This is an optimization exercise on Yosys and OpenROAD, whose aim is small area, a short achievable clock period and few clock cycles, not a production implementation.
The RTL was checked by simulation tests, not by an equivalence proof against the original design.
Power is estimated from default activity; no workload was simulated.

==> design.v <==
module clz_unit
    #(
        parameter WIDTH = 32
    )
    (
        input logic[WIDTH-1:0] clz_input,
        output logic[$clog2(WIDTH)-1:0] clz,
        output logic zero
    );
    localparam TREE_WIDTH = 2**$clog2(WIDTH);
    localparam TREE_CLZ_WIDTH = $clog2(WIDTH)-1;
    localparam HALF_TREE_WIDTH = TREE_WIDTH/2;
    localparam WIDTH_DIFFERENCE = TREE_WIDTH - WIDTH;
    generate if (WIDTH == 2) begin : gen_base_case
            assign zero = ~(clz_input[1] | clz_input[0]);
            assign clz[0] = ~clz_input[1] & clz_input[0];
        end
        else begin : gen_recursive
            logic[TREE_WIDTH-1:0] padded_input;
            if (WIDTH_DIFFERENCE != 0)  
                assign padded_input = {clz_input, {WIDTH_DIFFERENCE{1'b0}}};
            else
                assign padded_input = clz_input;
            logic[TREE_CLZ_WIDTH-1:0] upper_clz;
            logic[TREE_CLZ_WIDTH-1:0] lower_clz;
            logic upper_zero;
            logic lower_zero;
            assign zero = upper_zero & lower_zero;
            assign clz[$clog2(WIDTH)-1] = upper_zero;
            clz_unit #(.WIDTH(HALF_TREE_WIDTH)) upper_tree (
                .clz_input(padded_input[TREE_WIDTH-1:HALF_TREE_WIDTH]),
                .clz(upper_clz),
                .zero(upper_zero)
            );
            clz_unit #(.WIDTH(HALF_TREE_WIDTH)) lower_tree (
                .clz_input(padded_input[HALF_TREE_WIDTH-1:0]),
                .clz(lower_clz),
                .zero(lower_zero)
            );
            for (genvar i = 0; i < TREE_CLZ_WIDTH; i++)  
                assign clz[i] = (~upper_zero & upper_clz[i]) | (upper_zero & lower_clz[i]);
        end
    endgenerate
endmodule
module div_core
    (
        input logic [31:0] remainder,
        input logic [31:0] divisor,
        output logic [31:0] remainder_next,
        output logic quotient_bit
    );
    logic [32:0] diff;
    assign diff = {1'b0, remainder} - {1'b0, divisor};
    assign quotient_bit = ~diff[32];
    assign remainder_next = quotient_bit ? diff[31:0] : remainder;
endmodule
module div_unit
    (
        input logic clk,
        input logic rst,
        input logic init_clear,
        input logic instruction_issued_with_rd,
        input logic [4:0] issue_rd_addr,
        input logic [1:0] issue_fn3,
        input logic [4:0] issue_rs1_addr,
        input logic [4:0] issue_rs2_addr,
        input logic [31:0] rs1,
        input logic [31:0] rs2,
        input logic issue_new_request,
        input logic [3:0] issue_id,
        output logic issue_ready,
        input logic wb_ack,
        output logic wb_done,
        output logic [3:0] wb_id,
        output logic [31:0] wb_rd
    );
    localparam logic [2:0] IDLE = 3'd0;
    localparam logic [2:0] NEG = 3'd1;
    localparam logic [2:0] ALIGN = 3'd2;
    localparam logic [2:0] RUN = 3'd3;
    localparam logic [2:0] POST = 3'd4;
    localparam logic [2:0] DONE = 3'd5;
    logic [2:0] state;
    logic [31:0] rem_r;      
    logic [31:0] div_r;      
    logic [31:0] quo_r;      
    logic [4:0] count;
    logic negate_dividend;
    logic negate_divisor;
    logic negate_remainder;
    logic negate_quotient;
    logic remainder_op;
    logic [4:0] prev_div_rs1_addr;
    logic [4:0] prev_div_rs2_addr;
    logic prev_div_signed;
    logic prev_div_result_valid;
    logic signed_divop;
    logic div_op_reuse;
    assign signed_divop = ~issue_fn3[0];
    always_ff @(posedge clk) begin
        if (issue_new_request) begin
            prev_div_rs1_addr <= issue_rs1_addr;
            prev_div_rs2_addr <= issue_rs2_addr;
            prev_div_signed <= signed_divop;
        end
    end
    assign div_op_reuse = {prev_div_result_valid, prev_div_signed, prev_div_rs1_addr, prev_div_rs2_addr} == {1'b1, signed_divop, issue_rs1_addr, issue_rs2_addr};
    always_ff @ (posedge clk) begin
        if (rst)
            prev_div_result_valid <= 0;
        else if (issue_new_request)
            prev_div_result_valid <= ~((issue_rd_addr == issue_rs1_addr) | (issue_rd_addr == issue_rs2_addr));
        else if ((instruction_issued_with_rd & ((issue_rd_addr == prev_div_rs1_addr) | (issue_rd_addr == prev_div_rs2_addr))) | init_clear)
            prev_div_result_valid <= 0;
    end
    logic [4:0] rem_clz;
    logic [4:0] div_clz;
    logic rem_zero;
    logic div_zero;
    logic [5:0] clz_delta;
    clz_unit #(.WIDTH(32)) rem_clz_block (
        .clz_input(rem_r),
        .clz(rem_clz),
        .zero(rem_zero)
    );
    clz_unit #(.WIDTH(32)) div_clz_block (
        .clz_input(div_r),
        .clz(div_clz),
        .zero(div_zero)
    );
    assign clz_delta = {1'b0, div_clz} - {1'b0, rem_clz};
    logic [31:0] rem_next;
    logic quotient_bit;
    div_core divider_block (
        .remainder(rem_r),
        .divisor(div_r),
        .remainder_next(rem_next),
        .quotient_bit(quotient_bit)
    );
    logic start;
    assign issue_ready = (state == IDLE) | wb_ack;
    assign start = issue_new_request & ~div_op_reuse;
    logic post_needed;
    assign post_needed = negate_remainder | negate_quotient;
    always_ff @ (posedge clk) begin
        if (rst) begin
            state <= IDLE;
            wb_done <= 0;
        end
        else if (issue_new_request) begin
            state <= div_op_reuse ? DONE : ((signed_divop & (rs1[31] | rs2[31])) ? NEG : ALIGN);
            wb_done <= div_op_reuse;
        end
        else begin
            case (state)
                NEG : state <= ALIGN;
                ALIGN : begin
                    if (div_zero | rem_zero | clz_delta[5]) begin
                        state <= negate_remainder ? POST : DONE;
                        wb_done <= ~negate_remainder;
                    end
                    else
                        state <= RUN;
                end
                RUN : begin
                    if (count == 0) begin
                        state <= post_needed ? POST : DONE;
                        wb_done <= ~post_needed;
                    end
                end
                POST : begin
                    state <= DONE;
                    wb_done <= 1;
                end
                DONE : begin
                    if (wb_ack) begin
                        state <= IDLE;
                        wb_done <= 0;
                    end
                end
                default : state <= IDLE;
            endcase
        end
    end
    always_ff @ (posedge clk) begin
        if (issue_new_request) begin
            wb_id <= issue_id;
            remainder_op <= issue_fn3[1];
        end
        if (start) begin
            negate_dividend <= signed_divop & rs1[31];
            negate_divisor <= signed_divop & rs2[31];
            negate_remainder <= signed_divop & rs1[31];
            negate_quotient <= signed_divop & (rs1[31] ^ rs2[31]);
        end
        else if (state == ALIGN & div_zero)
            negate_quotient <= 0;
    end
    always_ff @ (posedge clk) begin
        if (start)
            rem_r <= rs1;
        else if (state == NEG & negate_dividend)
            rem_r <= -rem_r;
        else if (state == RUN)
            rem_r <= rem_next;
        else if (state == POST & negate_remainder)
            rem_r <= -rem_r;
    end
    always_ff @ (posedge clk) begin
        if (start)
            div_r <= rs2;
        else if (state == NEG & negate_divisor)
            div_r <= -div_r;
        else if (state == ALIGN)
            div_r <= div_r << clz_delta[4:0];
        else if (state == RUN)
            div_r <= {1'b0, div_r[31:1]};
    end
    always_ff @ (posedge clk) begin
        if (start)
            quo_r <= '0;
        else if (state == ALIGN & div_zero)
            quo_r <= '1;
        else if (state == RUN)
            quo_r <= {quo_r[30:0], quotient_bit};
        else if (state == POST & negate_quotient)
            quo_r <= -quo_r;
    end
    always_ff @ (posedge clk) begin
        if (state == ALIGN)
            count <= clz_delta[4:0];
        else if (state == RUN)
            count <= count - 1;
    end
    assign wb_rd = remainder_op ? rem_r : quo_r;
endmodule
==> run.sh <==
#!/bin/bash
# synth_recipe.tcl (not shown) runs the flow's synth.tcl, then flattens the netlist and writes it again
# the make line also repeats each setting of config.mk as NAME=value (left out here)
make -C /OpenROAD-flow-scripts/flow DESIGN_CONFIG=/design/flow/config.mk WORK_HOME=/design/flow/orfs CLKGATE_MAP_FILE= SYNTH_SCRIPT=/design/flow/synth_recipe.tcl finish
==> config.mk <==
export PLATFORM = sky130hd
export DESIGN_NAME = div_unit
export DESIGN_NICKNAME = div_unit
export VERILOG_FILES = /design/flow/design.v
export SDC_FILE = /design/flow/constraint.sdc
export NUM_CORES = 4
export LEC_CHECK = 0
export CAP_MARGIN = 20
export CORE_MARGIN = 2
export CORE_UTILIZATION = 40
export SLEW_MARGIN = 20
==> constraint.sdc <==
create_clock -name core_clock -period 6.5 [get_ports {clk}]
set_input_delay 1.3000 -clock core_clock [delete_from_list [all_inputs] [get_ports {clk}]]
set_output_delay 1.3000 -clock core_clock [all_outputs]
set_load 0.01 [all_outputs]
==> flow_summary.yaml <==
sta:
  fin_crit_sh_pct: 80.4
  hold_viol: 0
  final.setup.tns_ns: 0
  fmax_mhz: 191
  setup_slack_ns: 1.27
  worstMarginPinSlew_ns: 1.16
  grt_setup_unrepaired: "false"
  final_max_slew_viol_count: 0
  min_period_ns: 5.23
  setup_violations: 0
  clock-skew-final_ns: 0.0135
  maxSlewHeadroom_pct: 23.0
run_status:
  status: "finished clean"
global_routing:
  grt_overflow: 0
  grt_max_degree: 74
  gr-usage-all-layers_pct: 26.9
  first_global_vias: 11820
  grt_pass1_wl_mm: 69.1
  antenna_found_initial: 0
worst_setup_path:
  slowest_delay_ns: 0.73
  cp_common_cell: "a21oi_1"
  crit_fanout: 10
  cp_slowest_cell: "xnor2_1"
  crit_type: "reg2reg"
  worst-path-stages: 14
  cp_cell_sequence: "or4_4 -> or3_1 -> nor4_4 -> a21oi_1 -> ha_1 -> nor2b_1 -> o21ai_0 -> nand2b_1 -> xnor2_1 -> nor2_1 -> a221oi_1 -> a21oi_1 -> a21oi_1 -> a21oi_1"
  cp.arrival_ns: 5.40
  critical_path.n_buffers_inverters: 0
  r2r-start: "div_r[25]$_DFFE_PP_"
  crit_family: "simple AND/OR/NAND/NOR gates"
  cp-end-kind: "flop"
  r2r-end: "div_r[30]$_DFFE_PP_"
  reg2reg_slack_ns: 1.27
  cp-startpoint: "div_r[25]$_DFFE_PP_"
  r2r_cells: 14
  start_kind: "flop"
  crit_required_ns: 6.67
hold_path:
  hold_path_depth: 2
  hold_end: "wb_done$_SDFFE_PP0P_"
  hold_start: "wb_done$_SDFFE_PP0P_"
  hp-class: "reg2reg"
clock_tree:
  cts_buffer_depth: 2
  cts_hold_buf: 0
  cts_setup_buffers: 0
  cts_tree: "built"
  ctsHtreeMaxLevel: 4
  cts.sinks: 125
  cts_root_buffer: "clkbuf_16"
  clk_pin_slew_ns: 0.07
  cts-buffers-inserted: 17
  ctsResizeCount: 0
  clk_latency_ns: 0.45
placed_design:
  pre_cts_slack_ns: 1.36
  dpl.hpwl_mm: 32.2
  place.gp.congestion: 0.945
  port_buffers: 128
route:
  antenna_left: 0
  wl_met2_mm: 20.1
  wire_per_inst_um: 22.3
  viasPerCell: 6.23
  drt-total-wl_mm: 44.8
  met1_length_mm: 19.3
  drt_iter0_drc: 1456
  vias: 12492
  wl_met3_mm: 3.81
  top_layer: "met4"
  drcViolationCount: 0
  first_pass_iters: 6
cells_and_area:
  num_antenna_cells: 0
  drive_gt1_share_pct: 8.63
  fill_cells: 3007
  nets: 1735
  area_growth_pct: 16.4
floorplan:
  rows: 64
  die_y_um: 180
  io_pins: 129
  initial_core_util_pct: 40.5
  fp.coreArea_mm2: 0.0305
  die_width_um: 180
  dieArea_mm2: 0.0323
yosys:
  yosysUniqueCellTypes: 81
  avgSynthCellArea_um2: 7.98
  ys.flop_type: "edfxtp_1"
  synth-seq-cells: 125
  synth_fp_nets: 1689
  syn_area_mm2: 0.0124
  synth_edf_count: 88
  ys_seq_area_share_pct: 27.3
  postSynthCellCount: 1551
  async_flop_share_pct: 0
  ys_warn_count: 1
power:
  leakage_nw: 5.35
  pwr_density_cell_mw_per_mm2: 306
  ir_drop_mv: 0.209
  p_total_mw: 4.41
job:
  cap_violations: 0
sequential cells by signal, summed over array words and instances (netlist names):
register and cells:
div_r 32, quo_r 32, rem_r 32, count 5, prev_div_rs1_addr 5, prev_div_rs2_addr 5
wb_id 4, state 3, negate_divisor 1, negate_quotient 1, negate_remainder 1, prev_div_result_valid 1
prev_div_signed 1, remainder_op 1, wb_done 1
cell usage after synthesis, types with 25 or more instances:
library cell	instances	area [um2]
mux2_2	29	327
xor2_1	45	394
o221ai_1	25	219
mux2i_1	28	280
xnor2_1	86	753
edfxtp_1	88	2640
nor3_1	41	205
inv_1	61	229
o21ai_0	113	566
nor2_1	170	638
ha_1	45	563
a21oi_1	132	661
nand3_1	46	230
clkbuf_1	94	353
nand2_1	156	586
a31oi_1	27	169
dfxtp_1	37	741
report_power, final:
| group | internal, mW | switching, mW |
|---|---|---|
| logic | 0.927 | 1.32 |
| clock network | 0.541 | 0.423 |
| registers | 0.976 | 0.228 |
| total | 2.44 | 1.97 |
worst max path at each step:
stage	slack, ns	end
after floorplan	1.49	rem_r[10]$_DFFE_PP_
after global placement	1.36	div_r[30]$_DFFE_PP_
after detailed placement	1.36	div_r[30]$_DFFE_PP_
after CTS	1.36	div_r[30]$_DFFE_PP_
after global routing	0.86	div_r[24]$_DFFE_PP_
final	1.27	div_r[30]$_DFFE_PP_
per-layer routing:
layer,up-vias,track usage [%]
met5,-,0
met4,0,10.6
met3,114,5.61
met2,635,41.4
met1,5941,36.9
li1,5802,-
metrics by stage:
stage	cells	utilization (%)	instance area (um2)	hold slack (ns)
global route	2006	47.2	14400	0.567
finish	2006	47.2	14400	0.523
CTS	2006	47.2	14400	0.536
global placement	1974	45.3	13800	0.487
floorplan	1551	-	12400	0.471
detailed placement	1974	45.3	13800	0.516
cells by family after synthesis:
logic type | Yosys count | synth area share (%)
AND/OR/NAND/NOR | 533 | 20.6
adder cells (fa/ha/maj) | 47 | 4.88
buffers and inverters | 183 | 5.90
multiplexers | 76 | 8.36
AO/OA/AOI/OAI | 456 | 23.6
XOR/XNOR | 131 | 9.27
flip-flops | 125 | 27.3
worst register-to-register path: stages (launching register included):
cell,delay (ns)
edfxtp_1,0.63
or4_4,0.65
or3_1,0.46
nor4_4,0.43
a21oi_1,0.14
ha_1,0.40
nor2b_1,0.16
o21ai_0,0.14
nand2b_1,0.08
xnor2_1,0.73
nor2_1,0.42
a221oi_1,0.36
a21oi_1,0.09
a21oi_1,0.17
a21oi_1,0.08
cells in the final DEF (no fill, tap or decap), types with 16 or more instances in the layout:
cell type / instances
nor2_1: 170
nand2_1: 154
a21oi_1: 132
clkdlybuf4s50_1: 128
o21ai_0: 112
edfxtp_1: 88
xnor2_1: 85
inv_1: 60
nand3_1: 46
xor2_1: 44
ha_1: 44
nor3_1: 41
dfxtp_1: 37
mux2_2: 29
mux2i_1: 28
a31oi_1: 27
o221ai_1: 25
o211ai_1: 21
buf_4: 21
mux4_2: 19
clkbuf_16: 19
o31ai_1: 18
nor4_1: 16
area by class of cell:
class	count	area, um2	area share [%]
Sequential cell	125	3380	23.5
Tap cell	396	495	3.44
Timing Repair Buffer	149	1440	9.99
Clock buffer	21	487	3.38
Multi-Input combinational cell	1243	8290	57.6
Inverter	61	229	1.59
Clock inverter	11	77.6	0.539
Testbench counts, summed over its fixed seeds: cycles 71,538.

## static timing again, ports no longer ideal
How much do the figures lean on ideal ports? The routed layout below was timed once more, with nothing changed but the port constraints. Step 1: set_driving_cell puts a clkbuf_16 on clk and a buf_2 on each other input, an assumption about the parent block. Step 2 adds t to the input delays and takes it off the output delays; t is the mean of the earliest and latest rising clock arrival at the registers after step 1. Input paths then give back, and output paths get back, about the clock's delay inside the block. a / b / c = ideal / step 1 / step 2; a / b = the first two.
shift t [ns]: 0.491
setup slack, ns: 1.273 / 1.273 / 1.273
worst hold slack (ns): 0.523 / 0.523 / 0.523
worst setup path at the end: register to register
After both steps setup and hold are still met in this run. For this run, drivers alone change the setup slack by 0.000 ns; drivers and shift together by 0.000 ns.
